This design comes from an exercise in tuning for small area, a short achievable clock period and few clock cycles on the open sky130 flow, not from production work. At most, simulation tests tie the RTL to the original design; equivalence was not proved.

==> run A <==
## TPU
module TPU
#(
    parameter ADDR_BITS = 12
)
(
    input  wire                  clk,
    input  wire                  rst_n,
    input  wire                  in_valid,
    input  wire [7:0]            K,
    input  wire [7:0]            M,
    input  wire [7:0]            N,
    output wire                  busy,
    output wire                  A_wr_en,
    output wire [ADDR_BITS-1:0]  A_index,
    output wire [31:0]           A_data_in,
    input  wire [31:0]           A_data_out,
    output wire                  B_wr_en,
    output wire [ADDR_BITS-1:0]  B_index,
    output wire [31:0]           B_data_in,
    input  wire [31:0]           B_data_out,
    output wire                  C_wr_en,
    output wire [ADDR_BITS-1:0]  C_index,
    output wire [127:0]          C_data_in,
    input  wire [127:0]          C_data_out
);
    assign A_wr_en   = 1'b0;
    assign B_wr_en   = 1'b0;
    assign A_data_in = 32'd0;
    assign B_data_in = 32'd0;
    reg        busy_q;
    reg        issuing;      
    reg [1:0]  gap;          
    reg [7:0]  k_reg, m_reg;
    reg [7:0]  kp1;          
    reg [7:0]  mrem;         
    reg [7:0]  nrem;         
  ...
export LEC_CHECK = 0
export CAP_MARGIN = 20
export CORE_MARGIN = 2
export CORE_UTILIZATION = 50
export CTS_CLUSTER_DIAMETER = 60
export CTS_CLUSTER_SIZE = 30
export SLEW_MARGIN = 20
export SYNTH_HIERARCHICAL = 1
create_clock -name core_clock -period 10.0 [get_ports {clk}]
standard.sh (not shown) runs the stock make flow with config.mk's settings and CLKGATE_MAP_FILE= SYNTH_SCRIPT=/design/flow/synth_recipe.tcl, a recipe that flattens the netlist after the stock synthesis.
==> flow/flow/run.sh <==
#!/bin/bash
# Layout: the standard ORFS flow, with timing repair asked to aim for a
# shorter period than the clock the design is constrained and signed off at,
# and the ports buffered with plain buffers.
set -euo pipefail
bash standard.sh \
    SETUP_SLACK_MARGIN=6.7 \
    "BUFFER_PORTS_ARGS=-buffer_cell sky130_fd_sc_hd__buf_4" \
    finish > standard_flow.log 2>&1
==> inputs of run E, as changes to run A <==
==> flow/config.mk (replaced) <==
export PLATFORM = sky130hd
export DESIGN_NAME = TPU
export DESIGN_NICKNAME = TPU
export VERILOG_FILES = /design/flow/design.v
export SDC_FILE = /design/flow/constraint.sdc
export NUM_CORES = 4
export LEC_CHECK = 0
export CAP_MARGIN = 20
export CORE_MARGIN = 2
export CORE_UTILIZATION = 60
export CTS_CLUSTER_DIAMETER = 70
export CTS_CLUSTER_SIZE = 40
export PLACE_DENSITY = 0.7
export SLEW_MARGIN = 20
export SYNTH_HIERARCHICAL = 1
==> inputs of run X, as changes to run A <==
--- a/flow/design.v
+++ b/flow/design.v
@@ -517,26 +517,22 @@
                                 C_wr_en_q ? c_idx + 1'b1 : c_idx;
     always @(posedge clk)
         c_idx <= c_nx;
     OREG_R o_busy (.clk(clk), .rst_n(rst_n),
                    .d(start | (busy_q & ~(C_wr_en_q & c_fin))), .q(busy));
     OREG_R o_cwe  (.clk(clk), .rst_n(rst_n), .d(ld), .q(C_wr_en));
-    assign A_index = a_idx;
-    assign B_index = b_idx;
-    assign C_index = c_idx;
+    OREG #(.W(ADDR_BITS)) o_a (.clk(clk), .d(a_nx), .q(A_index));
+    OREG #(.W(ADDR_BITS)) o_b (.clk(clk), .d(b_nx), .q(B_index));
+    OREG #(.W(ADDR_BITS)) o_c (.clk(clk), .d(c_nx), .q(C_index));
     generate
         for (c = 0; c < 4; c = c + 1) begin : g_lane
             wire [22:0] sum = row_out[183-46*c -: 23] + row_out[160-46*c -: 23];
-            wire [2:0]  sgn;
             OREG #(.W(23)) o_lo (.clk(clk), .d(sum), .q(C_data_in[127-32*c-9 -: 23]));
-            for (i = 0; i < 3; i = i + 1) begin : g_sign
-                OREG #(.W(1)) o_s (.clk(clk), .d(sum[22]), .q(sgn[i]));
+            for (i = 0; i < 9; i = i + 1) begin : g_sign
+                OREG #(.W(1)) o_s (.clk(clk), .d(sum[22]), .q(C_data_in[127-32*c-i]));
             end
-            assign C_data_in[127-32*c -: 9] = {sgn[0], sgn[0], sgn[0],
-                                               sgn[1], sgn[1], sgn[1],
-                                               sgn[2], sgn[2], sgn[2]};
         end
     endgenerate
 endmodule
 module OREG #(
     parameter W = 1
 ) (
==> flow/config.mk (replaced) <==
export PLATFORM = sky130hd
export DESIGN_NAME = TPU
export DESIGN_NICKNAME = TPU
export VERILOG_FILES = /design/flow/design.v
export SDC_FILE = /design/flow/constraint.sdc
export NUM_CORES = 4
export LEC_CHECK = 0
export ABC_CLOCK_PERIOD_IN_PS = 2500
export CAP_MARGIN = 20
export CORE_MARGIN = 2
export CORE_UTILIZATION = 50
export SLEW_MARGIN = 20
export SYNTH_HIERARCHICAL = 1
==> summary.txt <==
FF-to-FF path depth -> 13
post-synth design cell area -> 71180 sq um
post_cts resized -> 160
first-pass GRT wire length -> 292600 microns
die height -> 381.3 microns
most frequent cells after synthesis -> 1098 x dfxtp_1, 644 x fa_1, 577 x xnor2_1
CP peak stage delay -> 0.50 ns
outcome -> no timing/DRC/antenna violations
GRT Util Overall -> 26.34%
final non-filler cell total -> 8162
(the above is from run X)
==> summary.txt <==
CP peak stage delay -> 0.44 ns
outcome -> no timing/DRC/antenna violations
die height -> 346.3 microns
final non-filler cell total -> 7568
first-pass GRT wire length -> 281900 microns
post_cts resized -> 55
FF-to-FF path depth -> 9
GRT Util Overall -> 30.47%
CLK BUF -> 79
post-synth design cell area -> 70290 sq um
most frequent cells after synthesis -> 1038 x dfxtp_1, 644 x fa_1, 594 x xnor2_1
hold depth -> 0
(the above is from run E)
==> summary.txt <==
final non-filler cell total -> 8020
post_cts resized -> 125
busiest grt layer -> met2
worst path cell trace -> buf_6
FF-to-FF path depth -> 10
outcome -> no timing/DRC/antenna violations
GRT Util Overall -> 27.01%
first-pass GRT wire length -> 293900 microns
die height -> 378.9 microns
CP peak stage delay -> 0.46 ns
most frequent cells after synthesis -> 1038 x dfxtp_1, 644 x fa_1, 594 x xnor2_1
(the above is from run A)
Testbench counts of run A, summed over its fixed seeds: cycles 75,978.
Testbench counts of run E, summed over its fixed seeds: cycles 75,978.
Only the layout flow was run in run X; the RTL was not checked for function there.

-- what the ideal ports hide --
The results above use ideal ports. As a check the final layouts listed here were re-extracted and re-timed, cells and wires unchanged. Step 1: set_driving_cell puts a clkbuf_16 on clk and a buf_2 on each other input, an assumption about the parent block. Step 2 times the ports against the registers' clock, not the clock port: input delays grow and output delays shrink by t, the midpoint of the rising clock arrivals with the driver on. a / b / c = no drivers / after step 1 / after step 2; a / b = the first two.
run	t (ns)	setup slack, ns	worst setup path at the end	latest minus earliest clock arrival (ns)	worst slew at a driven data input, ns
run A	0.809	6.647 / 6.567 / 6.256	input to register	0.047 / 0.047	0.09
run E	0.762	6.705 / 6.625 / 6.319	input to register	0.051 / 0.051	0.12
run X	0.848	6.581 / 6.581 / 6.386	input to register	0.026 / 0.026	0.11
After both steps every run listed still meets setup and hold. For run A, which loses most, drivers alone change the setup slack by -0.080 ns; drivers and shift together by -0.391 ns.
